From an optimization exercise on the open Yosys and OpenROAD flow, aimed at small area, a short achievable clock period and few clock cycles per item; shortcuts taken in it are not production practice. In this exercise RTL edits were held to simulation tests only and were not proved equivalent to the original.

## flow/design.v (module list and top-level ports; edited modules follow where they fit)
// module des_ip: 6 lines
// module des_fp: 6 lines
// module des_pc1: 6 lines
// module des_subkey1: 6 lines
// module des_subkey2: 6 lines
// module des_subkey3: 6 lines
// module des_subkey4: 6 lines
// module des_subkey5: 6 lines
// module des_subkey6: 6 lines
// module des_subkey7: 6 lines
// module des_subkey8: 6 lines
// module des_subkey9: 6 lines
// module des_subkey10: 6 lines
// module des_subkey11: 6 lines
// module des_subkey12: 6 lines
// module des_subkey13: 6 lines
// module des_subkey14: 6 lines
// module des_subkey15: 6 lines
// module des_subkey16: 6 lines
// module des_sbk1: 79 lines
// module des_sbk2: 79 lines
// module des_sbk3: 79 lines
// module des_sbk4: 79 lines
// module des_sbk5: 79 lines
// module des_sbk6: 79 lines
// module des_sbk7: 79 lines
// module des_sbk8: 79 lines
// module des_round: 15 lines
// module des_rounds_1_4: 22 lines
// module des_rounds_5_8: 22 lines
// module des_rounds_9_12: 22 lines
// module des_rounds_13_16: 22 lines
// module des_enc: 51 lines
module des_enc (
    input         clk,
    input         rst,
    input         in_valid,
    output        in_ready,
    input  [63:0] in_block,
    input  [63:0] in_key,
    output        out_valid,
    output [63:0] out_block
);
  // ...
==> flow/flow/run.sh <==
#!/bin/bash
# Own flow: the standard layout (standard.sh), with the S-box modules replaced by
# pre-mapped gate-level netlists during synthesis (see swap.tcl).
set -euo pipefail
W=$(pwd)
export SYNTH_CANONICALIZE_TCL=$W/flow/swap.tcl
BUFFER_PORTS_ARGS="-buffer_cell sky130_fd_sc_hd__buf_1" bash standard.sh SETUP_SLACK_MARGIN=38.85 finish > $W/standard.log 2>&1 || { tail -50 $W/standard.log; exit 1; }
for f in $W/orfs/logs/*/*/*/*.log; do cp "$f" $W/ 2>/dev/null || true; done
tail -5 $W/standard.log
==> flow/flow/swap.tcl <==
# Run by ORFS's synthesis canonicalize step (SYNTH_CANONICALIZE_TCL): replace the
# behavioural S-box modules with the gate-level ones in sbk_gates.v. Registers and
# everything else go through the standard synthesis unchanged.
foreach m {des_sbk1 des_sbk2 des_sbk3 des_sbk4 des_sbk5 des_sbk6 des_sbk7 des_sbk8} {
  delete $m
}
read_verilog [file join [file dirname [info script]] sbk_gates.v]
hierarchy -check -top $::env(DESIGN_NAME)
==> flow/standard.sh <==
#!/bin/bash
# synth_recipe.tcl (not shown) runs the flow's synth.tcl, then flattens the netlist and writes it again
# the make line also repeats each setting of config.mk as NAME=value (left out here)
make -C /OpenROAD-flow-scripts/flow DESIGN_CONFIG=/design/flow/config.mk WORK_HOME=/design/flow/orfs CLKGATE_MAP_FILE= SYNTH_SCRIPT=/design/flow/synth_recipe.tcl "${@:-finish}"
==> flow/config.mk <==
export PLATFORM = sky130hd
export DESIGN_NAME = des_enc
export DESIGN_NICKNAME = des_enc
export VERILOG_FILES = /design/flow/design.v
export SDC_FILE = /design/flow/constraint.sdc
export NUM_CORES = 8
export LEC_CHECK = 0
export CAP_MARGIN = 20
export CORE_MARGIN = 2
export CORE_UTILIZATION = 40
export SLEW_MARGIN = 20
==> flow/constraint.sdc <==
create_clock -name core_clock -period 50.0 [get_ports {clk}]
set_input_delay 10.0000 -clock core_clock [delete_from_list [all_inputs] [get_ports {clk}]]
set_output_delay 10.0000 -clock core_clock [all_outputs]
set_load 0.01 [all_outputs]
Not shown: flow/flow/sbk_gates.v
==> impl_metrics.yaml, run 1 <==
sta:
  fin_crit_sh_pct: 22.31
  rsz0062_at_grt: "yes"
  layout_setup_ws_ps: 38840
worst_setup_path:
  worstPathArrival_ps: 1160
  r2r_end: "lr3_q[27]"
  slowest_stage: "dfxtp_2"
  cp_cell_sequence: "buf_6"
  cp-end-kind: "primary output"
global_routing:
  grt_pass1_wl_mm: 407.0
  grt.overflow.total: 0
  top_usage_layer: "met2"
placed_design:
  place_ws_ps: 38240
  dp_hpwl_mm: 218.3
logic_synthesis:
  yosys.area_share.adder_pct: 0
  syn_area_per_cell_um2: 6.810
  synth_cells: 9548
  ys_seq_area_share_pct: 16.90
  synth_xor_area_share_pct: 21.98
  synth_most_common_cell: "nand2_1"
  synth_fp_nets: 9679
  synth.distinct_cells: 52
  ys_top_cells_by_count: "1136 x nand2_1, 976 x nor2_1, 960 x xnor2_1, 928 x o21ai_0, 864 x a21oi_1"
  async_flop_share_pct: 0
worst_hold_path:
  worstHoldEndpoint: "v_q[1]"
finish:
  clk_share_pct: 3.415
  layout-drive-gt1-share_pct: 6.886
  num-nonclk-inverters: 320
  area.sequential_um2: 11030
  final_area_um2: 74890
floorplanning:
  rows: 147
  dieArea_um2: 165800
  chipWidth_um: 407.2
detailed_routing:
  wl_per_cell_um: 22.67
  viasPerCell: 6.284
outcome:
  status: "finished clean"
flow_run:
  maxCapViolCount: 0
Testbench counts, summed over its fixed seeds: cycles 2,088, items 2,048.
==> run 2: changes to the inputs <==
==> flow/flow/run.sh (replaced) <==
#!/bin/bash
# Own flow: the standard layout (standard.sh), with the S-box modules replaced by
# pre-mapped gate-level netlists during synthesis (see swap.tcl).
set -euo pipefail
W=$(pwd)
export SYNTH_CANONICALIZE_TCL=$W/flow/swap.tcl
BUFFER_PORTS_ARGS="-buffer_cell sky130_fd_sc_hd__buf_1" bash standard.sh SETUP_SLACK_MARGIN=39 finish > $W/standard.log 2>&1 || { tail -50 $W/standard.log; exit 1; }
for f in $W/orfs/logs/*/*/*/*.log; do cp "$f" $W/ 2>/dev/null || true; done
tail -5 $W/standard.log
==> flow/flow/sbk_gates.v (replaced) <==
// Gate-level DES S-box modules (o = l ^ S(r ^ k)) put in place of the RTL's
// behavioural des_sbk1..8 by swap.tcl. Generated by gen/gen_flow.py.
module des_sbk1 (r, k, l, o);
input [5:0] r;
input [5:0] k;
input [3:0] l;
output [3:0] o;
wire [5:0] x;
wire [3:0] y;
wire [15:0] z;
wire n21, n22, n23, n24, n25, n26, n27, n28, n29, n30, n32, n33, n34, n35, n36, n38, n40, n42, n48, n54;
sky130_fd_sc_hd__xnor2_1 i0 (.A(r[0]), .B(k[0]), .Y(x[0]));
sky130_fd_sc_hd__xor2_1 i1 (.A(r[1]), .B(k[1]), .X(x[1]));
sky130_fd_sc_hd__xnor2_1 i2 (.A(r[2]), .B(k[2]), .Y(x[2]));
sky130_fd_sc_hd__xor2_1 i3 (.A(r[3]), .B(k[3]), .X(x[3]));
sky130_fd_sc_hd__xor2_1 i4 (.A(r[4]), .B(k[4]), .X(x[4]));
sky130_fd_sc_hd__xnor2_1 i5 (.A(r[5]), .B(k[5]), .Y(x[5]));
sky130_fd_sc_hd__nor2_1 g0 (.A(x[2]), .B(x[0]), .Y(n21));
sky130_fd_sc_hd__nor2b_1 g1 (.A(x[0]), .B_N(x[1]), .Y(n22));
sky130_fd_sc_hd__nor2_1 g2 (.A(x[5]), .B(x[2]), .Y(n23));
sky130_fd_sc_hd__a21oi_1 g3 (.A1(x[0]), .A2(n23), .B1(n22), .Y(n24));
sky130_fd_sc_hd__nor2b_1 g4 (.A(x[1]), .B_N(x[0]), .Y(n25));
sky130_fd_sc_hd__nand2b_1 g5 (.A_N(x[1]), .B(x[0]), .Y(n26));
sky130_fd_sc_hd__nor2_1 g6 (.A(n22), .B(n25), .Y(n27));
sky130_fd_sc_hd__nand2_1 g7 (.A(x[5]), .B(n27), .Y(n28));
sky130_fd_sc_hd__o21ai_0 g8 (.A1(x[5]), .A2(n26), .B1(n28), .Y(n29));
sky130_fd_sc_hd__nor2_1 g9 (.A(x[1]), .B(n29), .Y(n30));
sky130_fd_sc_hd__o22ai_1 g10 (.A1(n21), .A2(n24), .B1(n29), .B2(x[1]), .Y(z[00]));
sky130_fd_sc_hd__nand2_1 g11 (.A(x[5]), .B(x[2]), .Y(n32));
sky130_fd_sc_hd__nand3_1 g12 (.A(x[5]), .B(x[2]), .C(x[1]), .Y(n33));
sky130_fd_sc_hd__nand2b_1 g13 (.A_N(n23), .B(n32), .Y(n34));
sky130_fd_sc_hd__nor2_1 g14 (.A(x[0]), .B(n34), .Y(n35));
sky130_fd_sc_hd__or2_0 g15 (.A(x[0]), .B(n34), .X(n36));
sky130_fd_sc_hd__nand3_1 g16 (.A(n26), .B(n33), .C(n36), .Y(z[01]));
sky130_fd_sc_hd__o21ai_0 g17 (.A1(n22), .A2(n25), .B1(n34), .Y(n38));
sky130_fd_sc_hd__o21ai_0 g18 (.A1(x[1]), .A2(n36), .B1(n38), .Y(z[02]));
sky130_fd_sc_hd__nor2b_1 g19 (.A(x[2]), .B_N(x[5]), .Y(n40));
sky130_fd_sc_hd__o22ai_1 g20 (.A1(x[1]), .A2(n36), .B1(n40), .B2(z[00]), .Y(z[09]));
sky130_fd_sc_hd__o211ai_1 g21 (.A1(x[2]), .A2(n26), .B1(n32), .C1(n24), .Y(n42));
sky130_fd_sc_hd__clkinv_1 g22 (.A(n42), .Y(z[14]));
sky130_fd_sc_hd__o21ai_0 g23 (.A1(z[09]), .A2(n42), .B1(n38), .Y(z[13]));
sky130_fd_sc_hd__a22o_1 g24 (.A1(x[1]), .A2(n21), .B1(n27), .B2(x[2]), .X(z[12]));
sky130_fd_sc_hd__o21ai_0 g25 (.A1(z[13]), .A2(z[12]), .B1(n28), .Y(z[08]));
sky130_fd_sc_hd__a221o_1 g26 (.A1(x[1]), .A2(n23), .B1(z[01]), .B2(z[08]), .C1(n21), .X(z[11]));
sky130_fd_sc_hd__nor2b_1 g27 (.A(x[5]), .B_N(z[11]), .Y(n48));
sky130_fd_sc_hd__o32ai_1 g28 (.A1(n24), .A2(n25), .A3(n35), .B1(n34), .B2(n22), .Y(z[05]));
sky130_fd_sc_hd__nor2b_1 g29 (.A(n48), .B_N(z[05]), .Y(z[03]));
sky130_fd_sc_hd__o21ai_0 g30 (.A1(n30), .A2(z[05]), .B1(z[00]), .Y(z[04]));
sky130_fd_sc_hd__a21o_1 g31 (.A1(x[5]), .A2(n42), .B1(n48), .X(z[06]));
sky130_fd_sc_hd__o22ai_1 g32 (.A1(x[5]), .A2(x[1]), .B1(z[09]), .B2(z[03]), .Y(z[07]));
sky130_fd_sc_hd__nor2_1 g33 (.A(n42), .B(z[12]), .Y(n54));
sky130_fd_sc_hd__nor2_1 g34 (.A(n35), .B(n54), .Y(z[10]));
sky130_fd_sc_hd__nand2b_1 g35 (.A_N(n29), .B(n38), .Y(z[15]));
sky130_fd_sc_hd__mux4_1 m0 (.A0(z[3]), .A1(z[7]), .A2(z[11]), .A3(z[15]), .S0(x[4]), .S1(x[3]), .X(y[0]));
sky130_fd_sc_hd__mux4_1 m1 (.A0(z[2]), .A1(z[6]), .A2(z[10]), .A3(z[14]), .S0(x[4]), .S1(x[3]), .X(y[1]));
sky130_fd_sc_hd__mux4_1 m2 (.A0(z[1]), .A1(z[5]), .A2(z[9]), .A3(z[13]), .S0(x[4]), .S1(x[3]), .X(y[2]));
sky130_fd_sc_hd__mux4_1 m3 (.A0(z[0]), .A1(z[4]), .A2(z[8]), .A3(z[12]), .S0(x[4]), .S1(x[3]), .X(y[3]));
sky130_fd_sc_hd__xor2_1 o0 (.A(l[0]), .B(y[0]), .X(o[0]));
sky130_fd_sc_hd__xor2_1 o1 (.A(l[1]), .B(y[1]), .X(o[1]));
sky130_fd_sc_hd__xor2_1 o2 (.A(l[2]), .B(y[2]), .X(o[2]));
sky130_fd_sc_hd__xor2_1 o3 (.A(l[3]), .B(y[3]), .X(o[3]));
endmodule

module des_sbk2 (r, k, l, o);
input [5:0] r;
input [5:0] k;
input [3:0] l;
output [3:0] o;
wire [5:0] x;
wire [3:0] y;
wire [7:0] z;
wire n14, n15, n16, n17, n18, n19, n20, n21, n22, n23, n24, n25, n26, n28, n29, n30, n31, n33, n34, n35, n36, n37, n39, n40, n41, n42, n44, n45, n46, n48, n49, n50, n52, n53, n54, n56, n57;
sky130_fd_sc_hd__xnor2_1 i0 (.A(r[0]), .B(k[0]), .Y(x[0]));
sky130_fd_sc_hd__xnor2_1 i1 (.A(r[1]), .B(k[1]), .Y(x[1]));
sky130_fd_sc_hd__xnor2_1 i2 (.A(r[2]), .B(k[2]), .Y(x[2]));
sky130_fd_sc_hd__xnor2_1 i3 (.A(r[3]), .B(k[3]), .Y(x[3]));
sky130_fd_sc_hd__xor2_1 i4 (.A(r[4]), .B(k[4]), .X(x[4]));
sky130_fd_sc_hd__xor2_1 i5 (.A(r[5]), .B(k[5]), .X(x[5]));
sky130_fd_sc_hd__nor2_1 g0 (.A(x[5]), .B(x[3]), .Y(n14));
sky130_fd_sc_hd__and2_0 g1 (.A(x[5]), .B(x[3]), .X(n15));
sky130_fd_sc_hd__nor2_1 g2 (.A(n14), .B(n15), .Y(n16));
sky130_fd_sc_hd__nand2_1 g3 (.A(x[0]), .B(n16), .Y(n17));
sky130_fd_sc_hd__xnor2_1 g4 (.A(x[1]), .B(x[0]), .Y(n18));
sky130_fd_sc_hd__o21ai_0 g5 (.A1(n14), .A2(n15), .B1(n18), .Y(n19));
sky130_fd_sc_hd__nand2_1 g6 (.A(x[0]), .B(n19), .Y(n20));
sky130_fd_sc_hd__nor2b_1 g7 (.A(x[1]), .B_N(x[2]), .Y(n21));
sky130_fd_sc_hd__xnor2_1 g8 (.A(n14), .B(n21), .Y(n22));
sky130_fd_sc_hd__or3_1 g9 (.A(x[3]), .B(x[2]), .C(n18), .X(n23));
sky130_fd_sc_hd__nand4_1 g10 (.A(x[0]), .B(n19), .C(n22), .D(n23), .Y(n24));
sky130_fd_sc_hd__or2_0 g11 (.A(x[0]), .B(n22), .X(n25));
sky130_fd_sc_hd__nand2b_1 g12 (.A_N(n18), .B(n15), .Y(n26));
sky130_fd_sc_hd__nand3_1 g13 (.A(n24), .B(n25), .C(n26), .Y(z[0]));
sky130_fd_sc_hd__nand2b_1 g14 (.A_N(x[0]), .B(x[3]), .Y(n28));
sky130_fd_sc_hd__o21ai_0 g15 (.A1(x[2]), .A2(x[1]), .B1(n28), .Y(n29));
sky130_fd_sc_hd__nand2_1 g16 (.A(x[2]), .B(x[1]), .Y(n30));
sky130_fd_sc_hd__xor2_1 g17 (.A(x[5]), .B(n30), .X(n31));
sky130_fd_sc_hd__xnor2_1 g18 (.A(n29), .B(n31), .Y(z[1]));
sky130_fd_sc_hd__nand2b_1 g19 (.A_N(x[2]), .B(x[1]), .Y(n33));
sky130_fd_sc_hd__nor2b_1 g20 (.A(n21), .B_N(n33), .Y(n34));
sky130_fd_sc_hd__nor2_1 g21 (.A(x[3]), .B(x[0]), .Y(n35));
sky130_fd_sc_hd__a21oi_1 g22 (.A1(x[0]), .A2(n15), .B1(n35), .Y(n36));
sky130_fd_sc_hd__o41ai_1 g23 (.A1(n14), .A2(n15), .A3(n34), .A4(n35), .B1(n23), .Y(n37));
sky130_fd_sc_hd__a31oi_1 g24 (.A1(n15), .A2(n20), .A3(n33), .B1(n37), .Y(z[2]));
sky130_fd_sc_hd__nand2_1 g25 (.A(x[5]), .B(x[0]), .Y(n39));
sky130_fd_sc_hd__nand3_1 g26 (.A(x[2]), .B(n19), .C(n39), .Y(n40));
sky130_fd_sc_hd__nor2_1 g27 (.A(x[1]), .B(n35), .Y(n41));
sky130_fd_sc_hd__o22ai_1 g28 (.A1(x[5]), .A2(n20), .B1(n41), .B2(x[0]), .Y(n42));
sky130_fd_sc_hd__o21ai_0 g29 (.A1(x[2]), .A2(n42), .B1(n40), .Y(z[3]));
sky130_fd_sc_hd__nor2_1 g30 (.A(x[3]), .B(n40), .Y(n44));
sky130_fd_sc_hd__o21ai_0 g31 (.A1(n14), .A2(n15), .B1(n34), .Y(n45));
sky130_fd_sc_hd__mux2i_1 g32 (.A0(n45), .A1(n34), .S(n36), .Y(n46));
sky130_fd_sc_hd__nor2_1 g33 (.A(n44), .B(n46), .Y(z[4]));
sky130_fd_sc_hd__a21oi_1 g34 (.A1(x[5]), .A2(x[2]), .B1(n18), .Y(n48));
sky130_fd_sc_hd__o21ai_0 g35 (.A1(x[5]), .A2(x[3]), .B1(n48), .Y(n49));
sky130_fd_sc_hd__nand3_1 g36 (.A(n19), .B(n25), .C(n49), .Y(n50));
sky130_fd_sc_hd__o31a_1 g37 (.A1(x[5]), .A2(x[0]), .A3(n34), .B1(n50), .X(z[5]));
sky130_fd_sc_hd__a21boi_0 g38 (.A1(x[5]), .A2(x[2]), .B1_N(n50), .Y(n52));
sky130_fd_sc_hd__nand2_1 g39 (.A(x[0]), .B(n37), .Y(n53));
sky130_fd_sc_hd__o21ai_0 g40 (.A1(x[5]), .A2(n35), .B1(n48), .Y(n54));
sky130_fd_sc_hd__o211ai_1 g41 (.A1(n28), .A2(n52), .B1(n53), .C1(n54), .Y(z[6]));
sky130_fd_sc_hd__o22ai_1 g42 (.A1(n15), .A2(n30), .B1(n35), .B2(x[1]), .Y(n56));
sky130_fd_sc_hd__nor2_1 g43 (.A(n14), .B(n33), .Y(n57));
sky130_fd_sc_hd__a22oi_1 g44 (.A1(n17), .A2(n56), .B1(n57), .B2(n28), .Y(z[7]));
sky130_fd_sc_hd__mux2i_1 m0 (.A0(z[3]), .A1(z[7]), .S(x[4]), .Y(y[0]));
sky130_fd_sc_hd__mux2i_1 m1 (.A0(z[2]), .A1(z[6]), .S(x[4]), .Y(y[1]));
sky130_fd_sc_hd__mux2i_1 m2 (.A0(z[1]), .A1(z[5]), .S(x[4]), .Y(y[2]));
sky130_fd_sc_hd__mux2i_1 m3 (.A0(z[0]), .A1(z[4]), .S(x[4]), .Y(y[3]));
sky130_fd_sc_hd__xnor2_1 o0 (.A(l[0]), .B(y[0]), .Y(o[0]));
sky130_fd_sc_hd__xnor2_1 o1 (.A(l[1]), .B(y[1]), .Y(o[1]));
sky130_fd_sc_hd__xnor2_1 o2 (.A(l[2]), .B(y[2]), .Y(o[2]));
sky130_fd_sc_hd__xnor2_1 o3 (.A(l[3]), .B(y[3]), .Y(o[3]));
endmodule

module des_sbk3 (r, k, l, o);
input [5:0] r;
input [5:0] k;
input [3:0] l;
output [3:0] o;
wire [5:0] x;
wire [3:0] y;
wire [15:0] z;
wire n21, n22, n23, n24, n25, n26, n28, n29, n30, n31, n32, n35, n36, n38, n39, n44, n45, n49, n52, n54;
sky130_fd_sc_hd__xnor2_1 i0 (.A(r[0]), .B(k[0]), .Y(x[0]));
sky130_fd_sc_hd__xor2_1 i1 (.A(r[1]), .B(k[1]), .X(x[1]));
sky130_fd_sc_hd__xor2_1 i2 (.A(r[2]), .B(k[2]), .X(x[2]));
sky130_fd_sc_hd__xnor2_1 i3 (.A(r[3]), .B(k[3]), .Y(x[3]));
sky130_fd_sc_hd__xnor2_1 i4 (.A(r[4]), .B(k[4]), .Y(x[4]));
sky130_fd_sc_hd__xor2_1 i5 (.A(r[5]), .B(k[5]), .X(x[5]));
sky130_fd_sc_hd__clkinv_1 g0 (.A(x[0]), .Y(n21));
sky130_fd_sc_hd__xor2_1 g1 (.A(x[3]), .B(x[1]), .X(n22));
sky130_fd_sc_hd__nand2_1 g2 (.A(x[2]), .B(n21), .Y(n23));
sky130_fd_sc_hd__xor2_1 g3 (.A(x[2]), .B(x[0]), .X(n24));
sky130_fd_sc_hd__nand2_1 g4 (.A(n22), .B(n24), .Y(n25));
sky130_fd_sc_hd__or2_0 g5 (.A(n22), .B(n24), .X(n26));
sky130_fd_sc_hd__nand2_1 g6 (.A(n25), .B(n26), .Y(z[04]));
sky130_fd_sc_hd__xor2_1 g7 (.A(x[3]), .B(x[0]), .X(n28));
sky130_fd_sc_hd__nand2_1 g8 (.A(x[1]), .B(n28), .Y(n29));
sky130_fd_sc_hd__nor2_1 g9 (.A(x[1]), .B(n28), .Y(n30));
sky130_fd_sc_hd__or2_0 g10 (.A(x[1]), .B(n28), .X(n31));
sky130_fd_sc_hd__o211ai_1 g11 (.A1(x[2]), .A2(n21), .B1(n29), .C1(n31), .Y(n32));
sky130_fd_sc_hd__nand2_1 g12 (.A(n25), .B(n32), .Y(z[15]));
sky130_fd_sc_hd__o21ai_0 g13 (.A1(x[3]), .A2(z[04]), .B1(z[15]), .Y(z[00]));
sky130_fd_sc_hd__nand2_1 g14 (.A(x[3]), .B(x[2]), .Y(n35));
sky130_fd_sc_hd__nand2_1 g15 (.A(x[1]), .B(n24), .Y(n36));
sky130_fd_sc_hd__a31oi_1 g16 (.A1(x[1]), .A2(n24), .A3(n32), .B1(n30), .Y(z[05]));
sky130_fd_sc_hd__nand2b_1 g17 (.A_N(z[00]), .B(n29), .Y(n38));
sky130_fd_sc_hd__nor2_1 g18 (.A(x[1]), .B(n23), .Y(n39));
sky130_fd_sc_hd__a21oi_1 g19 (.A1(n35), .A2(n38), .B1(n39), .Y(z[08]));
sky130_fd_sc_hd__o21ai_0 g20 (.A1(z[05]), .A2(z[08]), .B1(n35), .Y(z[01]));
sky130_fd_sc_hd__o21ai_0 g21 (.A1(x[1]), .A2(n24), .B1(n29), .Y(z[11]));
sky130_fd_sc_hd__clkinv_1 g22 (.A(z[11]), .Y(z[03]));
sky130_fd_sc_hd__nor2_1 g23 (.A(z[08]), .B(z[03]), .Y(n44));
sky130_fd_sc_hd__nand2_1 g24 (.A(n23), .B(z[05]), .Y(n45));
sky130_fd_sc_hd__o21ai_0 g25 (.A1(x[3]), .A2(z[04]), .B1(n45), .Y(z[09]));
sky130_fd_sc_hd__a31oi_1 g26 (.A1(x[3]), .A2(x[2]), .A3(x[1]), .B1(z[09]), .Y(z[13]));
sky130_fd_sc_hd__nor2_1 g27 (.A(n44), .B(z[13]), .Y(z[02]));
sky130_fd_sc_hd__nand2b_1 g28 (.A_N(x[1]), .B(x[2]), .Y(n49));
sky130_fd_sc_hd__nand3_1 g29 (.A(n29), .B(n31), .C(n49), .Y(z[06]));
sky130_fd_sc_hd__o21a_1 g30 (.A1(n30), .A2(z[00]), .B1(n49), .X(z[07]));
sky130_fd_sc_hd__nand2_1 g31 (.A(z[04]), .B(n49), .Y(n52));
sky130_fd_sc_hd__o21ai_0 g32 (.A1(x[3]), .A2(x[1]), .B1(n52), .Y(z[10]));
sky130_fd_sc_hd__o21ai_0 g33 (.A1(x[3]), .A2(n21), .B1(x[1]), .Y(n54));
sky130_fd_sc_hd__xnor2_1 g34 (.A(n24), .B(n54), .Y(z[12]));
sky130_fd_sc_hd__a21boi_0 g35 (.A1(n26), .A2(n36), .B1_N(n35), .Y(z[14]));
sky130_fd_sc_hd__mux4_1 m0 (.A0(z[3]), .A1(z[7]), .A2(z[11]), .A3(z[15]), .S0(x[5]), .S1(x[4]), .X(y[0]));
sky130_fd_sc_hd__mux4_1 m1 (.A0(z[2]), .A1(z[6]), .A2(z[10]), .A3(z[14]), .S0(x[5]), .S1(x[4]), .X(y[1]));
sky130_fd_sc_hd__mux4_1 m2 (.A0(z[1]), .A1(z[5]), .A2(z[9]), .A3(z[13]), .S0(x[5]), .S1(x[4]), .X(y[2]));
sky130_fd_sc_hd__mux4_1 m3 (.A0(z[0]), .A1(z[4]), .A2(z[8]), .A3(z[12]), .S0(x[5]), .S1(x[4]), .X(y[3]));
sky130_fd_sc_hd__xor2_1 o0 (.A(l[0]), .B(y[0]), .X(o[0]));
sky130_fd_sc_hd__xor2_1 o1 (.A(l[1]), .B(y[1]), .X(o[1]));
sky130_fd_sc_hd__xor2_1 o2 (.A(l[2]), .B(y[2]), .X(o[2]));
sky130_fd_sc_hd__xor2_1 o3 (.A(l[3]), .B(y[3]), .X(o[3]));
endmodule

module des_sbk4 (r, k, l, o);
input [5:0] r;
input [5:0] k;
input [3:0] l;
output [3:0] o;
wire [5:0] x;
wire [3:0] y;
wire [7:0] z;
wire n14, n15, n16, n17, n18, n19, n20, n21, n22, n23, n24, n25, n26, n27, n28, n31, n32, n33, n35, n36, n37, n38, n39, n41, n42, n43, n44;
sky130_fd_sc_hd__xor2_1 i0 (.A(r[0]), .B(k[0]), .X(x[0]));
sky130_fd_sc_hd__xor2_1 i1 (.A(r[1]), .B(k[1]), .X(x[1]));
sky130_fd_sc_hd__xor2_1 i2 (.A(r[2]), .B(k[2]), .X(x[2]));
sky130_fd_sc_hd__xor2_1 i3 (.A(r[3]), .B(k[3]), .X(x[3]));
sky130_fd_sc_hd__xnor2_1 i4 (.A(r[4]), .B(k[4]), .Y(x[4]));
sky130_fd_sc_hd__xor2_1 i5 (.A(r[5]), .B(k[5]), .X(x[5]));
sky130_fd_sc_hd__clkinv_1 g0 (.A(x[5]), .Y(n14));
sky130_fd_sc_hd__clkinv_1 g1 (.A(x[2]), .Y(n15));
sky130_fd_sc_hd__clkinv_1 g2 (.A(x[1]), .Y(n16));
sky130_fd_sc_hd__xor2_1 g3 (.A(x[5]), .B(x[4]), .X(n17));
sky130_fd_sc_hd__nor2_1 g4 (.A(x[3]), .B(n17), .Y(n18));
sky130_fd_sc_hd__xor2_1 g5 (.A(x[5]), .B(x[2]), .X(n19));
sky130_fd_sc_hd__nor2_1 g6 (.A(n18), .B(n19), .Y(n20));
sky130_fd_sc_hd__nor3_1 g7 (.A(x[3]), .B(n16), .C(n20), .Y(n21));
sky130_fd_sc_hd__nand2_1 g8 (.A(x[3]), .B(n17), .Y(n22));
sky130_fd_sc_hd__a21oi_1 g9 (.A1(n14), .A2(x[3]), .B1(x[1]), .Y(n23));
sky130_fd_sc_hd__a21boi_0 g10 (.A1(n14), .A2(n23), .B1_N(n22), .Y(n24));
sky130_fd_sc_hd__xor2_1 g11 (.A(x[5]), .B(x[3]), .X(n25));
sky130_fd_sc_hd__a21oi_1 g12 (.A1(x[4]), .A2(n25), .B1(x[1]), .Y(n26));
sky130_fd_sc_hd__or3_1 g13 (.A(x[4]), .B(n15), .C(n23), .X(n27));
sky130_fd_sc_hd__a21oi_1 g14 (.A1(x[2]), .A2(n27), .B1(n24), .Y(n28));
sky130_fd_sc_hd__a311oi_1 g15 (.A1(x[2]), .A2(n24), .A3(n26), .B1(n28), .C1(n21), .Y(z[5]));
sky130_fd_sc_hd__clkinv_1 g16 (.A(z[5]), .Y(z[0]));
sky130_fd_sc_hd__xnor2_1 g17 (.A(n18), .B(n19), .Y(n31));
sky130_fd_sc_hd__o21ai_0 g18 (.A1(x[4]), .A2(n15), .B1(n23), .Y(n32));
sky130_fd_sc_hd__o21ai_0 g19 (.A1(n18), .A2(n32), .B1(n27), .Y(n33));
sky130_fd_sc_hd__a21oi_1 g20 (.A1(x[1]), .A2(n31), .B1(n33), .Y(z[1]));
sky130_fd_sc_hd__nor2_1 g21 (.A(x[4]), .B(x[2]), .Y(n35));
sky130_fd_sc_hd__o21ai_0 g22 (.A1(x[4]), .A2(x[2]), .B1(n25), .Y(n36));
sky130_fd_sc_hd__o211ai_1 g23 (.A1(n25), .A2(n31), .B1(n36), .C1(x[1]), .Y(n37));
sky130_fd_sc_hd__o21ai_0 g24 (.A1(x[2]), .A2(n26), .B1(n18), .Y(n38));
sky130_fd_sc_hd__o211ai_1 g25 (.A1(n17), .A2(n19), .B1(x[3]), .C1(n16), .Y(n39));
sky130_fd_sc_hd__nand3_1 g26 (.A(n37), .B(n38), .C(n39), .Y(z[2]));
sky130_fd_sc_hd__xnor2_1 g27 (.A(n19), .B(n22), .Y(n41));
sky130_fd_sc_hd__o21ai_0 g28 (.A1(n14), .A2(x[3]), .B1(x[1]), .Y(n42));
sky130_fd_sc_hd__nor3b_1 g29 (.A(n35), .B(n42), .C_N(n24), .Y(n43));
sky130_fd_sc_hd__a21oi_1 g30 (.A1(n35), .A2(n42), .B1(n43), .Y(n44));
sky130_fd_sc_hd__o21ai_0 g31 (.A1(x[1]), .A2(n41), .B1(n44), .Y(z[6]));
sky130_fd_sc_hd__clkinv_1 g32 (.A(z[6]), .Y(z[3]));
sky130_fd_sc_hd__a21oi_1 g33 (.A1(x[1]), .A2(n31), .B1(n33), .Y(z[4]));
sky130_fd_sc_hd__nand3_1 g34 (.A(n37), .B(n38), .C(n39), .Y(z[7]));
sky130_fd_sc_hd__mux2i_1 m0 (.A0(z[3]), .A1(z[7]), .S(x[0]), .Y(y[0]));
sky130_fd_sc_hd__mux2i_1 m1 (.A0(z[2]), .A1(z[6]), .S(x[0]), .Y(y[1]));
sky130_fd_sc_hd__mux2i_1 m2 (.A0(z[1]), .A1(z[5]), .S(x[0]), .Y(y[2]));
sky130_fd_sc_hd__mux2i_1 m3 (.A0(z[0]), .A1(z[4]), .S(x[0]), .Y(y[3]));
sky130_fd_sc_hd__xor2_1 o0 (.A(l[0]), .B(y[0]), .X(o[0]));
sky130_fd_sc_hd__xor2_1 o1 (.A(l[1]), .B(y[1]), .X(o[1]));
sky130_fd_sc_hd__xor2_1 o2 (.A(l[2]), .B(y[2]), .X(o[2]));
sky130_fd_sc_hd__xor2_1 o3 (.A(l[3]), .B(y[3]), .X(o[3]));
endmodule

module des_sbk5 (r, k, l, o);
input [5:0] r;
input [5:0] k;
input [3:0] l;
output [3:0] o;
wire [5:0] x;
wire [3:0] y;
wire [15:0] z;
wire n21, n22, n23, n24, n25, n26, n27, n28, n29, n30, n31, n32, n33, n35, n36, n37, n38, n40, n41, n42, n44, n46, n51, n53, n56;
sky130_fd_sc_hd__xor2_1 i0 (.A(r[0]), .B(k[0]), .X(x[0]));
sky130_fd_sc_hd__xnor2_1 i1 (.A(r[1]), .B(k[1]), .Y(x[1]));
sky130_fd_sc_hd__xor2_1 i2 (.A(r[2]), .B(k[2]), .X(x[2]));
sky130_fd_sc_hd__xor2_1 i3 (.A(r[3]), .B(k[3]), .X(x[3]));
sky130_fd_sc_hd__xnor2_1 i4 (.A(r[4]), .B(k[4]), .Y(x[4]));
sky130_fd_sc_hd__xor2_1 i5 (.A(r[5]), .B(k[5]), .X(x[5]));
sky130_fd_sc_hd__nor2b_1 g0 (.A(x[1]), .B_N(x[5]), .Y(n21));
sky130_fd_sc_hd__nor2b_1 g1 (.A(x[5]), .B_N(x[1]), .Y(n22));
sky130_fd_sc_hd__nor2_1 g2 (.A(n21), .B(n22), .Y(n23));
sky130_fd_sc_hd__or2_0 g3 (.A(n21), .B(n22), .X(n24));
sky130_fd_sc_hd__nand2_1 g4 (.A(x[0]), .B(n23), .Y(n25));
sky130_fd_sc_hd__nor2b_1 g5 (.A(x[0]), .B_N(n21), .Y(n26));
sky130_fd_sc_hd__a21oi_1 g6 (.A1(x[0]), .A2(n23), .B1(n26), .Y(n27));
sky130_fd_sc_hd__clkinv_1 g7 (.A(n27), .Y(n28));
sky130_fd_sc_hd__and2_0 g8 (.A(x[3]), .B(x[0]), .X(n29));
sky130_fd_sc_hd__nand2_1 g9 (.A(x[3]), .B(x[0]), .Y(n30));
sky130_fd_sc_hd__nor2_1 g10 (.A(x[3]), .B(x[0]), .Y(n31));
sky130_fd_sc_hd__nor2_1 g11 (.A(n29), .B(n31), .Y(n32));
sky130_fd_sc_hd__o21ai_0 g12 (.A1(x[5]), .A2(x[0]), .B1(n32), .Y(n33));
sky130_fd_sc_hd__o21ai_0 g13 (.A1(x[1]), .A2(n28), .B1(n33), .Y(z[04]));
sky130_fd_sc_hd__nand2_1 g14 (.A(x[3]), .B(n24), .Y(n35));
sky130_fd_sc_hd__nor2_1 g15 (.A(x[3]), .B(n21), .Y(n36));
sky130_fd_sc_hd__a21oi_1 g16 (.A1(x[3]), .A2(n24), .B1(n36), .Y(n37));
sky130_fd_sc_hd__nand2_1 g17 (.A(x[0]), .B(n37), .Y(n38));
sky130_fd_sc_hd__o21ai_0 g18 (.A1(x[0]), .A2(z[04]), .B1(n38), .Y(z[00]));
sky130_fd_sc_hd__nand2_1 g19 (.A(x[1]), .B(n32), .Y(n40));
sky130_fd_sc_hd__nor2_1 g20 (.A(n24), .B(n32), .Y(n41));
sky130_fd_sc_hd__o21ai_0 g21 (.A1(x[5]), .A2(n41), .B1(n27), .Y(n42));
sky130_fd_sc_hd__nand2_1 g22 (.A(n40), .B(n42), .Y(z[01]));
sky130_fd_sc_hd__o21a_1 g23 (.A1(x[5]), .A2(n29), .B1(x[1]), .X(n44));
sky130_fd_sc_hd__a21o_1 g24 (.A1(x[5]), .A2(n32), .B1(n44), .X(z[02]));
sky130_fd_sc_hd__nand2_1 g25 (.A(x[5]), .B(n29), .Y(n46));
sky130_fd_sc_hd__a211oi_1 g26 (.A1(n22), .A2(n32), .B1(n41), .C1(n26), .Y(z[13]));
sky130_fd_sc_hd__clkinv_1 g27 (.A(z[13]), .Y(z[09]));
sky130_fd_sc_hd__a22oi_1 g28 (.A1(x[5]), .A2(n37), .B1(z[13]), .B2(n30), .Y(z[05]));
sky130_fd_sc_hd__o21a_1 g29 (.A1(n21), .A2(z[05]), .B1(n46), .X(z[03]));
sky130_fd_sc_hd__a21oi_1 g30 (.A1(n30), .A2(n40), .B1(n22), .Y(n51));
sky130_fd_sc_hd__a21oi_1 g31 (.A1(n24), .A2(n31), .B1(n51), .Y(z[08]));
sky130_fd_sc_hd__o21a_1 g32 (.A1(x[5]), .A2(n41), .B1(z[08]), .X(n53));
sky130_fd_sc_hd__a21oi_1 g33 (.A1(x[1]), .A2(n29), .B1(n53), .Y(z[06]));
sky130_fd_sc_hd__o21ai_0 g34 (.A1(x[0]), .A2(n35), .B1(n25), .Y(z[07]));
sky130_fd_sc_hd__nor2_1 g35 (.A(n36), .B(z[05]), .Y(n56));
sky130_fd_sc_hd__nor2_1 g36 (.A(n44), .B(n56), .Y(z[10]));
sky130_fd_sc_hd__o21ai_0 g37 (.A1(n44), .A2(z[07]), .B1(n46), .Y(z[11]));
sky130_fd_sc_hd__o21ai_0 g38 (.A1(x[3]), .A2(n27), .B1(n35), .Y(z[12]));
sky130_fd_sc_hd__o22ai_1 g39 (.A1(x[5]), .A2(n40), .B1(z[05]), .B2(n36), .Y(z[14]));
sky130_fd_sc_hd__a21bo_1 g40 (.A1(n33), .A2(z[03]), .B1_N(n42), .X(z[15]));
sky130_fd_sc_hd__mux4_1 m0 (.A0(z[3]), .A1(z[7]), .A2(z[11]), .A3(z[15]), .S0(x[4]), .S1(x[2]), .X(y[0]));
sky130_fd_sc_hd__mux4_1 m1 (.A0(z[2]), .A1(z[6]), .A2(z[10]), .A3(z[14]), .S0(x[4]), .S1(x[2]), .X(y[1]));
sky130_fd_sc_hd__mux4_1 m2 (.A0(z[1]), .A1(z[5]), .A2(z[9]), .A3(z[13]), .S0(x[4]), .S1(x[2]), .X(y[2]));
sky130_fd_sc_hd__mux4_1 m3 (.A0(z[0]), .A1(z[4]), .A2(z[8]), .A3(z[12]), .S0(x[4]), .S1(x[2]), .X(y[3]));
sky130_fd_sc_hd__xor2_1 o0 (.A(l[0]), .B(y[0]), .X(o[0]));
sky130_fd_sc_hd__xor2_1 o1 (.A(l[1]), .B(y[1]), .X(o[1]));
sky130_fd_sc_hd__xor2_1 o2 (.A(l[2]), .B(y[2]), .X(o[2]));
sky130_fd_sc_hd__xor2_1 o3 (.A(l[3]), .B(y[3]), .X(o[3]));
endmodule

module des_sbk6 (r, k, l, o);
input [5:0] r;
input [5:0] k;
input [3:0] l;
output [3:0] o;
wire [5:0] x;
wire [3:0] y;
wire [15:0] z;
wire n21, n22, n23, n24, n25, n26, n27, n28, n29, n30, n31, n32, n34, n36, n38, n39, n41, n45, n47, n50;
sky130_fd_sc_hd__xnor2_1 i0 (.A(r[0]), .B(k[0]), .Y(x[0]));
sky130_fd_sc_hd__xor2_1 i1 (.A(r[1]), .B(k[1]), .X(x[1]));
sky130_fd_sc_hd__xnor2_1 i2 (.A(r[2]), .B(k[2]), .Y(x[2]));
sky130_fd_sc_hd__xor2_1 i3 (.A(r[3]), .B(k[3]), .X(x[3]));
sky130_fd_sc_hd__xnor2_1 i4 (.A(r[4]), .B(k[4]), .Y(x[4]));
sky130_fd_sc_hd__xnor2_1 i5 (.A(r[5]), .B(k[5]), .Y(x[5]));
sky130_fd_sc_hd__clkinv_1 g0 (.A(x[4]), .Y(n21));
sky130_fd_sc_hd__clkinv_1 g1 (.A(x[2]), .Y(n22));
sky130_fd_sc_hd__clkinv_1 g2 (.A(x[1]), .Y(n23));
sky130_fd_sc_hd__nand2_1 g3 (.A(x[4]), .B(n23), .Y(n24));
sky130_fd_sc_hd__xnor2_1 g4 (.A(x[4]), .B(x[1]), .Y(n25));
sky130_fd_sc_hd__a21oi_1 g5 (.A1(x[5]), .A2(n22), .B1(n25), .Y(n26));
sky130_fd_sc_hd__a21oi_1 g6 (.A1(x[5]), .A2(n23), .B1(n26), .Y(n27));
sky130_fd_sc_hd__or2_0 g7 (.A(x[2]), .B(n27), .X(n28));
sky130_fd_sc_hd__xor2_1 g8 (.A(x[5]), .B(x[2]), .X(n29));
sky130_fd_sc_hd__o21ai_0 g9 (.A1(x[4]), .A2(n23), .B1(n29), .Y(n30));
sky130_fd_sc_hd__nand2_1 g10 (.A(n28), .B(n30), .Y(n31));
sky130_fd_sc_hd__nor2_1 g11 (.A(x[4]), .B(n29), .Y(n32));
sky130_fd_sc_hd__a21oi_1 g12 (.A1(x[4]), .A2(n31), .B1(n32), .Y(z[00]));
sky130_fd_sc_hd__xor2_1 g13 (.A(x[5]), .B(x[1]), .X(n34));
sky130_fd_sc_hd__a21oi_1 g14 (.A1(x[4]), .A2(x[2]), .B1(n27), .Y(z[13]));
sky130_fd_sc_hd__nor3_1 g15 (.A(n21), .B(n22), .C(n34), .Y(n36));
sky130_fd_sc_hd__a21oi_1 g16 (.A1(n34), .A2(z[13]), .B1(n36), .Y(z[09]));
sky130_fd_sc_hd__nand2_1 g17 (.A(x[1]), .B(z[00]), .Y(n38));
sky130_fd_sc_hd__and2_0 g18 (.A(z[09]), .B(n38), .X(n39));
sky130_fd_sc_hd__clkinv_1 g19 (.A(n39), .Y(z[01]));
sky130_fd_sc_hd__nor2_1 g20 (.A(n29), .B(z[09]), .Y(n41));
sky130_fd_sc_hd__o22a_1 g21 (.A1(x[4]), .A2(n31), .B1(n39), .B2(n41), .X(z[05]));
sky130_fd_sc_hd__xnor2_1 g22 (.A(x[2]), .B(n34), .Y(z[12]));
sky130_fd_sc_hd__a21o_1 g23 (.A1(z[01]), .A2(z[12]), .B1(z[05]), .X(z[02]));
sky130_fd_sc_hd__nand2_1 g24 (.A(x[2]), .B(x[1]), .Y(n45));
sky130_fd_sc_hd__a22oi_1 g25 (.A1(z[01]), .A2(z[12]), .B1(n45), .B2(x[4]), .Y(z[03]));
sky130_fd_sc_hd__a21oi_1 g26 (.A1(x[4]), .A2(n23), .B1(n30), .Y(n47));
sky130_fd_sc_hd__a21oi_1 g27 (.A1(x[2]), .A2(n34), .B1(n47), .Y(z[04]));
sky130_fd_sc_hd__a21oi_1 g28 (.A1(x[4]), .A2(n31), .B1(n41), .Y(z[15]));
sky130_fd_sc_hd__nand2b_1 g29 (.A_N(z[12]), .B(z[15]), .Y(n50));
sky130_fd_sc_hd__o21ai_0 g30 (.A1(n24), .A2(n29), .B1(n50), .Y(z[06]));
sky130_fd_sc_hd__o21ai_0 g31 (.A1(n23), .A2(z[00]), .B1(n24), .Y(z[08]));
sky130_fd_sc_hd__nand2b_1 g32 (.A_N(z[08]), .B(n28), .Y(z[07]));
sky130_fd_sc_hd__a21oi_1 g33 (.A1(n28), .A2(n30), .B1(n36), .Y(z[10]));
sky130_fd_sc_hd__o21ai_0 g34 (.A1(n21), .A2(n34), .B1(n50), .Y(z[11]));
sky130_fd_sc_hd__a21oi_1 g35 (.A1(n26), .A2(z[12]), .B1(n47), .Y(z[14]));
sky130_fd_sc_hd__mux4_1 m0 (.A0(z[3]), .A1(z[7]), .A2(z[11]), .A3(z[15]), .S0(x[3]), .S1(x[0]), .X(y[0]));
sky130_fd_sc_hd__mux4_1 m1 (.A0(z[2]), .A1(z[6]), .A2(z[10]), .A3(z[14]), .S0(x[3]), .S1(x[0]), .X(y[1]));
sky130_fd_sc_hd__mux4_1 m2 (.A0(z[1]), .A1(z[5]), .A2(z[9]), .A3(z[13]), .S0(x[3]), .S1(x[0]), .X(y[2]));
sky130_fd_sc_hd__mux4_1 m3 (.A0(z[0]), .A1(z[4]), .A2(z[8]), .A3(z[12]), .S0(x[3]), .S1(x[0]), .X(y[3]));
sky130_fd_sc_hd__xor2_1 o0 (.A(l[0]), .B(y[0]), .X(o[0]));
sky130_fd_sc_hd__xor2_1 o1 (.A(l[1]), .B(y[1]), .X(o[1]));
sky130_fd_sc_hd__xor2_1 o2 (.A(l[2]), .B(y[2]), .X(o[2]));
sky130_fd_sc_hd__xor2_1 o3 (.A(l[3]), .B(y[3]), .X(o[3]));
endmodule

module des_sbk7 (r, k, l, o);
input [5:0] r;
input [5:0] k;
input [3:0] l;
output [3:0] o;
wire [5:0] x;
wire [3:0] y;
wire [7:0] z;
wire n14, n15, n16, n17, n18, n19, n20, n21, n22, n23, n24, n25, n26, n27, n28, n29, n30, n31, n32, n33, n34, n35, n37, n38, n39, n40, n41, n42, n43, n44, n45, n47, n48, n50, n51, n52, n53, n55, n56, n57;
sky130_fd_sc_hd__xor2_1 i0 (.A(r[0]), .B(k[0]), .X(x[0]));
sky130_fd_sc_hd__xnor2_1 i1 (.A(r[1]), .B(k[1]), .Y(x[1]));
sky130_fd_sc_hd__xor2_1 i2 (.A(r[2]), .B(k[2]), .X(x[2]));
sky130_fd_sc_hd__xnor2_1 i3 (.A(r[3]), .B(k[3]), .Y(x[3]));
sky130_fd_sc_hd__xnor2_1 i4 (.A(r[4]), .B(k[4]), .Y(x[4]));
sky130_fd_sc_hd__xnor2_1 i5 (.A(r[5]), .B(k[5]), .Y(x[5]));
sky130_fd_sc_hd__clkinv_1 g0 (.A(x[0]), .Y(n14));
sky130_fd_sc_hd__and2_0 g1 (.A(x[2]), .B(x[1]), .X(n15));
sky130_fd_sc_hd__nand2b_1 g2 (.A_N(x[5]), .B(x[3]), .Y(n16));
sky130_fd_sc_hd__nor2_1 g3 (.A(x[3]), .B(x[0]), .Y(n17));
sky130_fd_sc_hd__and2_0 g4 (.A(x[3]), .B(x[0]), .X(n18));
sky130_fd_sc_hd__nor3_1 g5 (.A(x[5]), .B(n17), .C(n18), .Y(n19));
sky130_fd_sc_hd__nand2_1 g6 (.A(x[1]), .B(n19), .Y(n20));
sky130_fd_sc_hd__nand2_1 g7 (.A(n16), .B(n20), .Y(n21));
sky130_fd_sc_hd__o21ai_0 g8 (.A1(n17), .A2(n18), .B1(x[5]), .Y(n22));
sky130_fd_sc_hd__nand2_1 g9 (.A(x[1]), .B(n22), .Y(n23));
sky130_fd_sc_hd__nand2b_1 g10 (.A_N(n19), .B(n22), .Y(n24));
sky130_fd_sc_hd__nor2_1 g11 (.A(n17), .B(n24), .Y(n25));
sky130_fd_sc_hd__o21a_1 g12 (.A1(x[1]), .A2(n25), .B1(n23), .X(n26));
sky130_fd_sc_hd__a21oi_1 g13 (.A1(x[2]), .A2(n21), .B1(n26), .Y(n27));
sky130_fd_sc_hd__nor2_1 g14 (.A(x[2]), .B(x[1]), .Y(n28));
sky130_fd_sc_hd__nor2_1 g15 (.A(n15), .B(n28), .Y(n29));
sky130_fd_sc_hd__or2_0 g16 (.A(n15), .B(n28), .X(n30));
sky130_fd_sc_hd__nand2_1 g17 (.A(x[5]), .B(n30), .Y(n31));
sky130_fd_sc_hd__a21oi_1 g18 (.A1(n16), .A2(n31), .B1(n15), .Y(n32));
sky130_fd_sc_hd__nand2b_1 g19 (.A_N(x[3]), .B(x[5]), .Y(n33));
sky130_fd_sc_hd__nand2_1 g20 (.A(x[0]), .B(n33), .Y(n34));
sky130_fd_sc_hd__nor2_1 g21 (.A(n30), .B(n34), .Y(n35));
sky130_fd_sc_hd__a221oi_1 g22 (.A1(n15), .A2(n27), .B1(n32), .B2(n34), .C1(n35), .Y(z[0]));
sky130_fd_sc_hd__or3_1 g23 (.A(x[0]), .B(n15), .C(n26), .X(n37));
sky130_fd_sc_hd__nor2_1 g24 (.A(x[5]), .B(x[2]), .Y(n38));
sky130_fd_sc_hd__o21ai_0 g25 (.A1(n14), .A2(n38), .B1(n37), .Y(n39));
sky130_fd_sc_hd__nor2_1 g26 (.A(n20), .B(n39), .Y(n40));
sky130_fd_sc_hd__nor2_1 g27 (.A(n26), .B(n40), .Y(n41));
sky130_fd_sc_hd__nor2_1 g28 (.A(x[0]), .B(n38), .Y(n42));
sky130_fd_sc_hd__nor2_1 g29 (.A(x[1]), .B(n42), .Y(n43));
sky130_fd_sc_hd__o21ai_0 g30 (.A1(x[2]), .A2(n14), .B1(n43), .Y(n44));
sky130_fd_sc_hd__nand2_1 g31 (.A(n41), .B(n44), .Y(n45));
sky130_fd_sc_hd__clkinv_1 g32 (.A(n45), .Y(z[1]));
sky130_fd_sc_hd__nand3_1 g33 (.A(n24), .B(n30), .C(n41), .Y(n47));
sky130_fd_sc_hd__nand3_1 g34 (.A(x[5]), .B(n14), .C(n15), .Y(n48));
sky130_fd_sc_hd__o211ai_1 g35 (.A1(n24), .A2(n30), .B1(n47), .C1(n48), .Y(z[7]));
sky130_fd_sc_hd__nand2b_1 g36 (.A_N(x[3]), .B(z[7]), .Y(n50));
sky130_fd_sc_hd__a21oi_1 g37 (.A1(x[2]), .A2(n48), .B1(x[3]), .Y(n51));
sky130_fd_sc_hd__a21oi_1 g38 (.A1(n39), .A2(n50), .B1(n51), .Y(n52));
sky130_fd_sc_hd__nand2_1 g39 (.A(n23), .B(z[7]), .Y(n53));
sky130_fd_sc_hd__o311a_1 g40 (.A1(x[2]), .A2(n17), .A3(n52), .B1(n53), .C1(n20), .X(z[2]));
sky130_fd_sc_hd__nand3_1 g41 (.A(n15), .B(n16), .C(n33), .Y(n55));
sky130_fd_sc_hd__a21oi_1 g42 (.A1(x[5]), .A2(n29), .B1(n43), .Y(n56));
sky130_fd_sc_hd__o21ai_0 g43 (.A1(x[0]), .A2(n56), .B1(n55), .Y(n57));
sky130_fd_sc_hd__a21oi_1 g44 (.A1(x[0]), .A2(n32), .B1(n57), .Y(z[3]));
sky130_fd_sc_hd__a21boi_0 g45 (.A1(n17), .A2(n29), .B1_N(n27), .Y(z[4]));
sky130_fd_sc_hd__o311ai_0 g46 (.A1(x[1]), .A2(n24), .A3(n42), .B1(n31), .C1(n20), .Y(z[5]));
sky130_fd_sc_hd__a21oi_1 g47 (.A1(n45), .A2(z[2]), .B1(n52), .Y(z[6]));
sky130_fd_sc_hd__mux2i_1 m0 (.A0(z[3]), .A1(z[7]), .S(x[4]), .Y(y[0]));
sky130_fd_sc_hd__mux2i_1 m1 (.A0(z[2]), .A1(z[6]), .S(x[4]), .Y(y[1]));
sky130_fd_sc_hd__mux2i_1 m2 (.A0(z[1]), .A1(z[5]), .S(x[4]), .Y(y[2]));
sky130_fd_sc_hd__mux2i_1 m3 (.A0(z[0]), .A1(z[4]), .S(x[4]), .Y(y[3]));
sky130_fd_sc_hd__xor2_1 o0 (.A(l[0]), .B(y[0]), .X(o[0]));
sky130_fd_sc_hd__xor2_1 o1 (.A(l[1]), .B(y[1]), .X(o[1]));
sky130_fd_sc_hd__xor2_1 o2 (.A(l[2]), .B(y[2]), .X(o[2]));
sky130_fd_sc_hd__xor2_1 o3 (.A(l[3]), .B(y[3]), .X(o[3]));
endmodule

module des_sbk8 (r, k, l, o);
input [5:0] r;
input [5:0] k;
input [3:0] l;
output [3:0] o;
wire [5:0] x;
wire [3:0] y;
wire [15:0] z;
wire n21, n22, n23, n24, n25, n26, n27, n28, n29, n31, n32, n33, n38, n39, n41, n42, n43, n44, n45, n49, n50;
sky130_fd_sc_hd__xnor2_1 i0 (.A(r[0]), .B(k[0]), .Y(x[0]));
sky130_fd_sc_hd__xnor2_1 i1 (.A(r[1]), .B(k[1]), .Y(x[1]));
sky130_fd_sc_hd__xor2_1 i2 (.A(r[2]), .B(k[2]), .X(x[2]));
sky130_fd_sc_hd__xor2_1 i3 (.A(r[3]), .B(k[3]), .X(x[3]));
sky130_fd_sc_hd__xnor2_1 i4 (.A(r[4]), .B(k[4]), .Y(x[4]));
sky130_fd_sc_hd__xnor2_1 i5 (.A(r[5]), .B(k[5]), .Y(x[5]));
sky130_fd_sc_hd__clkinv_1 g0 (.A(x[1]), .Y(n21));
sky130_fd_sc_hd__nor2_1 g1 (.A(x[4]), .B(x[3]), .Y(n22));
sky130_fd_sc_hd__nor2_1 g2 (.A(x[1]), .B(n22), .Y(n23));
sky130_fd_sc_hd__o211ai_1 g3 (.A1(x[4]), .A2(x[2]), .B1(n21), .C1(x[3]), .Y(n24));
sky130_fd_sc_hd__nand2_1 g4 (.A(x[1]), .B(n22), .Y(n25));
sky130_fd_sc_hd__a21boi_0 g5 (.A1(x[4]), .A2(x[3]), .B1_N(n25), .Y(n26));
sky130_fd_sc_hd__nand2_1 g6 (.A(x[2]), .B(n26), .Y(n27));
sky130_fd_sc_hd__or2_0 g7 (.A(x[2]), .B(n26), .X(n28));
sky130_fd_sc_hd__nand2_1 g8 (.A(n27), .B(n28), .Y(n29));
sky130_fd_sc_hd__clkinv_1 g9 (.A(n29), .Y(z[10]));
sky130_fd_sc_hd__and2_0 g10 (.A(x[1]), .B(n26), .X(n31));
sky130_fd_sc_hd__nand2b_1 g11 (.A_N(x[2]), .B(x[4]), .Y(n32));
sky130_fd_sc_hd__xor2_1 g12 (.A(x[4]), .B(x[2]), .X(n33));
sky130_fd_sc_hd__o32a_1 g13 (.A1(x[3]), .A2(n21), .A3(n33), .B1(n31), .B2(n29), .X(z[13]));
sky130_fd_sc_hd__clkinv_1 g14 (.A(z[13]), .Y(z[05]));
sky130_fd_sc_hd__o21ai_0 g15 (.A1(n23), .A2(z[13]), .B1(n24), .Y(z[00]));
sky130_fd_sc_hd__clkinv_1 g16 (.A(z[00]), .Y(z[11]));
sky130_fd_sc_hd__nor2_1 g17 (.A(x[1]), .B(n33), .Y(n38));
sky130_fd_sc_hd__nand2_1 g18 (.A(x[1]), .B(n29), .Y(n39));
sky130_fd_sc_hd__o21ai_0 g19 (.A1(x[1]), .A2(n33), .B1(n39), .Y(z[01]));
sky130_fd_sc_hd__nand2b_1 g20 (.A_N(x[2]), .B(x[3]), .Y(n41));
sky130_fd_sc_hd__nor2_1 g21 (.A(n21), .B(n41), .Y(n42));
sky130_fd_sc_hd__nand2_1 g22 (.A(n23), .B(n28), .Y(n43));
sky130_fd_sc_hd__nand2_1 g23 (.A(x[4]), .B(n42), .Y(n44));
sky130_fd_sc_hd__nand3_1 g24 (.A(n25), .B(n43), .C(n44), .Y(n45));
sky130_fd_sc_hd__clkinv_1 g25 (.A(n45), .Y(z[09]));
sky130_fd_sc_hd__a21oi_1 g26 (.A1(n28), .A2(n45), .B1(n42), .Y(z[12]));
sky130_fd_sc_hd__a21oi_1 g27 (.A1(z[01]), .A2(n41), .B1(n31), .Y(z[06]));
sky130_fd_sc_hd__nor2b_1 g28 (.A(z[06]), .B_N(z[12]), .Y(n49));
sky130_fd_sc_hd__o21ai_0 g29 (.A1(n23), .A2(n49), .B1(n29), .Y(n50));
sky130_fd_sc_hd__nand2b_1 g30 (.A_N(n31), .B(n50), .Y(z[02]));
sky130_fd_sc_hd__a21oi_1 g31 (.A1(n32), .A2(n45), .B1(n42), .Y(z[07]));
sky130_fd_sc_hd__o21ai_0 g32 (.A1(x[4]), .A2(z[07]), .B1(n43), .Y(z[03]));
sky130_fd_sc_hd__o21a_1 g33 (.A1(x[1]), .A2(z[00]), .B1(n39), .X(z[15]));
sky130_fd_sc_hd__clkinv_1 g34 (.A(z[15]), .Y(z[04]));
sky130_fd_sc_hd__nor2_1 g35 (.A(n38), .B(n49), .Y(z[08]));
sky130_fd_sc_hd__nor2_1 g36 (.A(n31), .B(n38), .Y(z[14]));
sky130_fd_sc_hd__mux4_1 m0 (.A0(z[3]), .A1(z[7]), .A2(z[11]), .A3(z[15]), .S0(x[5]), .S1(x[0]), .X(y[0]));
sky130_fd_sc_hd__mux4_1 m1 (.A0(z[2]), .A1(z[6]), .A2(z[10]), .A3(z[14]), .S0(x[5]), .S1(x[0]), .X(y[1]));
sky130_fd_sc_hd__mux4_1 m2 (.A0(z[1]), .A1(z[5]), .A2(z[9]), .A3(z[13]), .S0(x[5]), .S1(x[0]), .X(y[2]));
sky130_fd_sc_hd__mux4_1 m3 (.A0(z[0]), .A1(z[4]), .A2(z[8]), .A3(z[12]), .S0(x[5]), .S1(x[0]), .X(y[3]));
sky130_fd_sc_hd__xor2_1 o0 (.A(l[0]), .B(y[0]), .X(o[0]));
sky130_fd_sc_hd__xor2_1 o1 (.A(l[1]), .B(y[1]), .X(o[1]));
sky130_fd_sc_hd__xor2_1 o2 (.A(l[2]), .B(y[2]), .X(o[2]));
sky130_fd_sc_hd__xor2_1 o3 (.A(l[3]), .B(y[3]), .X(o[3]));
endmodule

==> run 2 against run 1 <==
First-iteration DRC count down 44%. Setup slack better by 55 ps. Still clean. Final cell count decreased by 17%. Worst hold slack worse by 4.8 ps. Clock skew is 9.0 ps lower. Sequential cell count unchanged. Global-route usage shrank 1.5 points. Critical endpoint is now out_block[49].
==> impl_metrics.yaml, run 2 <==
floorplanning:
  chipWidth_um: 390.1
  die_y_um: 390.1
  coreArea_um2: 147800
  io_pins: 197
  dieArea_um2: 152200
  rows: 141
  initial_utilization_pct: 40.34
logic_synthesis:
  synth_fp_nets: 7503
  synth-edff-count: 0
  synth_most_common_cell: "xor2_1"
  ys_seq_area_share_pct: 18.43
  ys_top_cells_by_count: "976 x xor2_1, 736 x nor2_1, 688 x o21ai_0, 656 x nand2_1, 592 x xnor2_1"
  syn_area_per_cell_um2: 8.090
  synth_cells: 7372
  synth.distinct_cells: 41
  synth.cell_area_um2: 59640
  yosysTopAreaCell: "dfxtp_1"
  yosys_warnings: 5
  ys.flop_type: "dfxtp_1"
  netlist_top_cells_area: "dfxtp_1 18%, xor2_1 14%, mux4_1 14%"
  async_flop_share_pct: 0
  synth_seq_cells: 549
  synth_top_cell_area_share_pct: 18.43
worst_setup_path:
  ff2ff_path_depth: 49
  start_kind: "flip-flop"
  critical_path.max_stage_delay_ps: 330
  cp_cell_sequence: "buf_6"
  cp-end-kind: "primary output"
  crit_cells: 1
  crit_type: "flip-flop to primary output"
  cp_max_fo: 1
  crit_family: "flip-flops"
  path_buf_inv: 1
  worstPathArrival_ps: 1100
  slowest_stage: "dfxtp_2"
  required_ps: 40000
  r2r_setup_slack_ps: 39110
sta:
  finalHoldViolCount: 0
  layout_setup_ws_ps: 38900
  slew_headroom_pct: 29.35
  fin_setup_tns_ps: 0
  fmax_mhz: 90.07
  fin_crit_ps: 11100
  fin_crit_sh_pct: 22.20
  fin_worst_skew_ps: 31.32
  rsz0062_at_grt: "yes"
  worst_pin_slew_ps: 1056
  slew_violations: 0
  setup-violations-final: 0
finish:
  layout-drive-gt1-share_pct: 22.44
  areaGrowthSynthToFinish_pct: 32.70
  final_common_cell: "nor2_1"
  fillers: 13030
  multi_input_area_um2: 56420
  final_cell_mix: "698 x nor2_1, 644 x nand2_1, 612 x xor2_1"
  fin_nets: 8292
  stdcell_count: 10140
  area.sequential_um2: 11460
global_routing:
  grt_antenna_before_repair: 2
  grt.overflow.total: 0
  grt_max_degree: 15
  track_usage_pct: 29.76
  grt_pass1_wl_mm: 342.8
  grt_pass1_vias: 56010
placed_design:
  port_buffers: 187
  dp_hpwl_mm: 187.5
  gp_congestion: 1.031
  place_ws_ps: 36120
  dp_cells: 9540
cts:
  cts_inserted_buffers: 67
  cts_tree: "built"
  clk_latency_ps: 690
  path_clk_slew_ps: 60
  clock_sinks: 549
  cts_buffer_depth: 3
  cts-htree-levels: 3
  clockRootBuffer: "clkbuf_16"
  cts_hold_buf: 0
outcome:
  status: "finished clean"
detailed_routing:
  wl_per_cell_um: 23.87
  drtIter0Drc: 5571
  drcViolationCount: 0
  postRouteAntennaNets: 0
  viasPerCell: 6.051
  vias: 61360
  drt_first_pass_iters: 9
  wl_mm: 242.1
worst_hold_path:
  holdPathStages: 1
  hold_class: "flip-flop to flip-flop"
flow_run:
  maxCapViolCount: 0
## run 2: cell types whose count changed after synthesis, sizes merged, moves of 160 or more
cell / change
a21oi: -304
mux2i: +160
mux4: +320
nand2: -480
nor2: -240
nor3: -272
o21ai: -240
xnor2: -368
xor2: +304
## run 2: routing by layer
| metal | global-route usage, % | vias to the layer above | part of all wire, % |
|---|---|---|---|
| li1 | - | 27960 | - |
| met1 | 32.67 | 29090 | 35 |
| met2 | 49.32 | 3456 | 47 |
| met3 | 3.985 | 856 | 6.8 |
| met4 | 28.82 | 4 | 12 |
| met5 | 0 | - | 0.0091 |
## run 2: cell type report
class,instances,area share [%]
inverters,352,1.670
diodes,1,0.003162
clock inverters,31,0.3731
repair buffers,720,6.789
multi-input cells,6471,71.29
well taps,1930,3.051
clock buffers,87,2.341
flip-flops and latches,549,14.48
## run 2: cells by family after synthesis
| logic type | Yosys count | synth area share [%] |
|---|---|---|
| compound gates | 1984 | 19.97 |
| flops | 549 | 18.43 |
| simple gates | 2389 | 18.75 |
| xor+xnor | 1568 | 23.03 |
| buf+inv | 353 | 2.228 |
| other cells | 1 | 0.006288 |
| mux | 528 | 17.59 |
## run 2: worst paths after layout
path | from | to
max | out_q[49] | out_block[49]
min reg2reg | v_q[1] | v_q[2]
min | v_q[1] | v_q[2]
max reg2reg | cd1_q[52] | lr2_q[21]
## run 2: stage by stage
| step | util, % | cell area (µm²) | hold WS [ps] |
|---|---|---|---|
| 6_report | 53.53 | 79140 | 431.2 |
| 5_1_grt | 53.53 | 79140 | 449.3 |
| 4_1_cts | 49.70 | 73480 | 430.8 |
| 3_5_place_dp | 42.71 | 63140 | 408.1 |
| 3_3_place_gp | 42.71 | 63140 | 410.2 |
| 2_1_floorplan | - | 59640 | 373.0 |
## run 2: repair_timing
action	4_1_cts	5_1_grt
setup buffers	207	274
setup endpoints to repair	194	191
pin swaps	153	238
gates resized for setup	1114	774
cloned	0	1

==> re-timing with driven ports <==
In the flow no input, the clock included, has a driving cell. The finished layouts below were timed again as built, in two steps. Step 1 sets driving cells, clkbuf_16 on the clock port and buf_2 on the other inputs (assumed; they add their load-dependent delay and slew). Step 2 also shifts input and output timing later by t, the mid clock arrival at the registers, as if the neighbouring blocks saw the same clock. Slacks: ideal ports / drivers / drivers and shift; pairs: ideal ports / drivers.
run	t (ns)	setup slack, ns	cell pins on the clock port's net
run 1	0.778	38.843 / 38.767 / 39.062	1
run 2	0.756	38.898 / 38.817 / 39.115	1
After both steps setup and hold are still met in every run listed.
